Background: an optimization exercise with open tools, aiming at small area and a short achievable clock period. Do not read the settings as production practice.
Function was checked by simulation only, so behaviour that the tests miss may differ from the original.
Power figures rest on the tool's default switching activity, not on a simulated workload.

// ALU_Top
module ALU_Top #(parameter Data_In_Width = 16)
(
    input   wire            [Data_In_Width-1 : 0]    A ,
    input   wire            [Data_In_Width-1 : 0]    B ,
    input   wire                          [3 : 0]    ALU_FUN,
    input   wire                                     CLK,
    input   wire                                     RST,
    output  wire      [(2*Data_In_Width)-1 : 0]      Arith_OUT,
    output  wire                                     Arith_Flag,
    output  wire            [Data_In_Width-1 : 0]    Logic_OUT,
    output  wire                                     Logic_Flag,
    output  wire                          [1 : 0]    CMP_OUT,
    output  wire                                     CMP_Flag,
    output  wire            [Data_In_Width-1 : 0]    Shift_OUT,
    output  wire                                     Shift_Flag
);
Size in the first run: about 2700 cells after synthesis, roughly 70 flip-flops.
==> flow/config.mk <==
export PLATFORM = sky130hd
export DESIGN_NAME = ALU_Top
export DESIGN_NICKNAME = ALU_Top
export VERILOG_FILES = /design/flow/design.v
export SDC_FILE = /design/flow/constraint.sdc
export NUM_CORES = 4
export LEC_CHECK = 0
export ABC_AREA = 1
export CAP_MARGIN = 5
export CORE_MARGIN = 2
export CORE_UTILIZATION = 40
export CTS_BUF_LIST = sky130_fd_sc_hd__clkbuf_8
export CTS_CLUSTER_SIZE = 25
export SLEW_MARGIN = 5
==> flow/constraint.sdc <==
create_clock -name core_clock -period 85.0 [get_ports {CLK}]
set_input_delay 17.0000 -clock core_clock [delete_from_list [all_inputs] [get_ports {CLK}]]
set_output_delay 17.0000 -clock core_clock [all_outputs]
set_load 0.01 [all_outputs]
standard.sh (not shown) runs the stock make flow with config.mk's settings and CLKGATE_MAP_FILE= SYNTH_SCRIPT=/design/flow/synth_recipe.tcl, a recipe that flattens the netlist after the stock synthesis.
==> flow/flow/run.sh <==
#!/bin/bash
# The standard layout, except that the port buffers are buf_1 cells (ORFS
# otherwise picks clkdlybuf4s50_1 delay cells; every port is still buffered),
# and repair_timing aims for 47 ns of setup slack (an optimisation target
# only: the clock and constraints are unchanged).
set -euo pipefail
bash standard.sh synth > synth.log 2>&1
bash standard.sh "BUFFER_PORTS_ARGS=-buffer_cell sky130_fd_sc_hd__buf_1" SETUP_SLACK_MARGIN=47 finish > layout.log 2>&1
The baseline finished clean.
Change:
--- a/flow/config.mk
+++ b/flow/config.mk
@@ -8,3 +8,3 @@
 export ABC_AREA = 1
-export CAP_MARGIN = 5
+export CAP_MARGIN = 20
 export CORE_MARGIN = 2
@@ -13,2 +13,2 @@
 export CTS_CLUSTER_SIZE = 25
-export SLEW_MARGIN = 5
+export SLEW_MARGIN = 20
- global-route usage stays the same
- fmax fell by 0.38%
- cell area stays flat
- combinational power stays flat
- via count goes up by about 0.45%
- area after synthesis is unchanged
- routed wire length increases by 0.39%
- clock power is about the same
- critical path depth does not change

---

## oak
ALU_Top, a different RTL version from the one above (not shown whole).
Size: about 2700 cells after synthesis, roughly 70 flip-flops, roughly 110 I/O pins.
clock: 85.0 ns
lec_check: 0
abc_area: 1
cap_margin: 20
core_margin: 2
core_utilization: 40
cts_buf_list: sky130_fd_sc_hd__clkbuf_8
cts_cluster_size: 25
slew_margin: 20
==> flow/flow/run.sh <==
#!/bin/bash
# The standard layout, except that the port buffers are buf_1 cells (ORFS
# otherwise picks clkdlybuf4s50_1 delay cells; every port is still buffered),
# and repair_timing aims for 50 ns of setup slack (an optimisation target
# only: the clock and constraints are unchanged).
set -euo pipefail
bash standard.sh synth > synth.log 2>&1
bash standard.sh "BUFFER_PORTS_ARGS=-buffer_cell sky130_fd_sc_hd__buf_1" SETUP_SLACK_MARGIN=50 finish > layout.log 2>&1
oak finished all stages; the layout is clean.
Input-level comparison between pine and oak:
Settings: clearing CTS_CLUSTER_SIZE, which used to be 25; clearing CTS_BUF_LIST, which used to be sky130_fd_sc_hd__clkbuf_8.
--- a/flow/flow/run.sh
+++ b/flow/flow/run.sh
@@ -4 +4 @@
-# and repair_timing aims for 50 ns of setup slack (an optimisation target
+# and repair_timing aims for 47 ns of setup slack (an optimisation target
@@ -8 +8 @@
-bash standard.sh "BUFFER_PORTS_ARGS=-buffer_cell sky130_fd_sc_hd__buf_1" SETUP_SLACK_MARGIN=50 finish > layout.log 2>&1
+bash standard.sh "BUFFER_PORTS_ARGS=-buffer_cell sky130_fd_sc_hd__buf_1" SETUP_SLACK_MARGIN=47 finish > layout.log 2>&1
--- outcome ---
When pine is set beside oak, its non-clock buffer count turns out to be 123 smaller. Share of power burned in the clock network for pine: 2.5 points up relative to oak. Cmp oak and pine / post-detailed-routing wire length / higher: oak. Diff pine..oak | DRC violations left | unchanged. Taking oak as the reference point, the post-layout total power of pine falls by 8.6%. Looking at ratio of final minimum period to clock period, pine sits 0.75 points above oak. Cmp oak and pine / ratio of cells with drive above 1 in the final layout / lower: pine.
diff inputs: pine => birch
Settings: setting CTS_CLUSTER_SIZE to 25 for the first time; setting CTS_BUF_LIST to sky130_fd_sc_hd__clkbuf_8 for the first time.
==> flow/flow/run.sh <==
#!/bin/bash
# The standard layout, except that the port buffers are buf_1 cells (ORFS
# otherwise picks clkdlybuf4s50_1 delay cells); every port is still buffered.
set -euo pipefail
bash standard.sh synth > synth.log 2>&1
bash standard.sh "BUFFER_PORTS_ARGS=-buffer_cell sky130_fd_sc_hd__buf_1" finish > layout.log 2>&1
birch | stages: all done | timing, DRC, antenna: all pass. Min time the worst path needs with I/O delays and setup across birch and pine: pine. The run with more routed wire is pine, not birch. Buffers plus inverters on the worst setup path in birch is 5 below pine. On maximum fanout along the worst path: birch sits above pine. Data required time at the worst endpoint across birch and pine: no real change. pine → birch: total power consumption of the routed design decreased by 24 uW relative to the old numbers; area growth from synthesis to final layout decreased by 6.9 points relative to the old numbers; count of cells resized by post-cts repair decreased by 4 relative to the old numbers. Overall global routing resource usage: birch vs pine — no meaningful difference. Density: birch sparser than pine. For the clock network fraction of design power, birch came in 1.7 points lower than pine did.
Edits applied to the flow inputs when going from birch to maple:
Settings: removing CTS_CLUSTER_SIZE (formerly 25); removing CTS_BUF_LIST (formerly sky130_fd_sc_hd__clkbuf_8).
==> flow/flow/run.sh <==
#!/bin/bash
# The standard layout, with repair_timing aiming for 48 ns of setup slack
# (an optimisation target only: the clock and constraints are unchanged).
set -euo pipefail
bash standard.sh synth > synth.log 2>&1
bash standard.sh SETUP_SLACK_MARGIN=48 finish > layout.log 2>&1
Met3 track utilization from global routing essentially unchanged between maple and birch.
On total power after layout, birch beats maple.
Measured against each other, maple and birch differ in total cell area at the placement stage, the higher figure coming from maple.
Vias per cell: maple vs birch, no meaningful difference
Delta (maple minus birch): met1 layer wirelength in the final routing shows an increase of 1.3%, post-route minimum period down 2.83 ns, global-route wire length before repair went up.
Edits applied to the flow inputs when going from maple to cedar:
Settings: setting CTS_BUF_LIST to sky130_fd_sc_hd__clkbuf_8 for the first time; setting CTS_CLUSTER_SIZE to 25 for the first time.
==> flow/flow/run.sh <==
#!/bin/bash
# The standard layout, except that the port buffers are buf_1 cells (ORFS
# otherwise picks clkdlybuf4s50_1 delay cells; every port is still buffered),
# and repair_timing aims for 47 ns of setup slack (an optimisation target
# only: the clock and constraints are unchanged).
set -euo pipefail
bash standard.sh synth > synth.log 2>&1
bash standard.sh "BUFFER_PORTS_ARGS=-buffer_cell sky130_fd_sc_hd__buf_1" SETUP_SLACK_MARGIN=47 finish > layout.log 2>&1
Findings:
cedar went all the way through the flow, and no timing, DRC or antenna check failed.
Post-place setup slack on cedar is behind maple.
Of maple and cedar, the run reporting the higher number of ordinary and repair buffers in the finished layout was maple.
Taking maple as the reference, in cedar horizontal die dimension held; total stage count of the critical path climbed 13%; global-route met1 utilization went down; register share of the cell area went up.
Looking at end point of the critical path, the ins_Arithmetic_Unit.arith_out[2]$_DFF_PN0_ result is from maple; the ins_Arithmetic_Unit.arith_out[26]$_DFF_PN0_ one comes from cedar.
[compare] base=maple new=cedar: total length of routed met2 wires -1300 um; power consumed by sequential cells ~0 delta.

## what the ideal ports hide
The results above use ideal ports. As a check the final layouts listed here were re-extracted and re-timed, cells and wires unchanged.
Step 1 sets driving cells, clkbuf_16 on the clock port and buf_2 on the other inputs (assumed; they add their load-dependent delay and slew).
Step 2 moves the port delays by t, midway between the first and last clock arrival at a register: inputs arrive t later, outputs are due t later. That takes back most of the time a late clock gives input paths.
Slacks: ideal / step 1 / step 2; pairs: ideal / step 1.
| run | t, ns | setup WS [ns] | worst setup path after step 2 | worst register clock-pin slew, ns | worst data-port slew with drivers (ns) |
|---|---|---|---|---|---|
| the first run of note 1 | 0.434 | 49.468 / 49.473 / 49.039 | input to register | 0.09 / 0.09 | 0.06 |
| the second run of note 1 | 0.434 | 49.333 / 49.356 / 48.921 | input to register | 0.09 / 0.09 | 0.06 |
| oak | 0.389 | 49.620 / 49.607 / 49.218 | input to register | 0.10 / 0.10 | 0.07 |
| pine | 0.378 | 48.985 / 48.997 / 48.619 | input to register | 0.07 / 0.07 | 0.05 |
| birch | 0.398 | 46.460 / 46.473 / 46.075 | input to register | 0.10 / 0.10 | 0.03 |
| maple | 0.389 | 49.286 / 49.309 / 48.920 | input to register | 0.06 / 0.06 | 0.06 |
| cedar | 0.397 | 48.952 / 48.967 / 48.570 | input to register | 0.10 / 0.10 | 0.05 |
After both steps setup and hold are still met in every run listed. The setup slack of the first run of note 1, which loses most, moves by +0.005 ns with the drivers and by -0.429 ns with both steps.
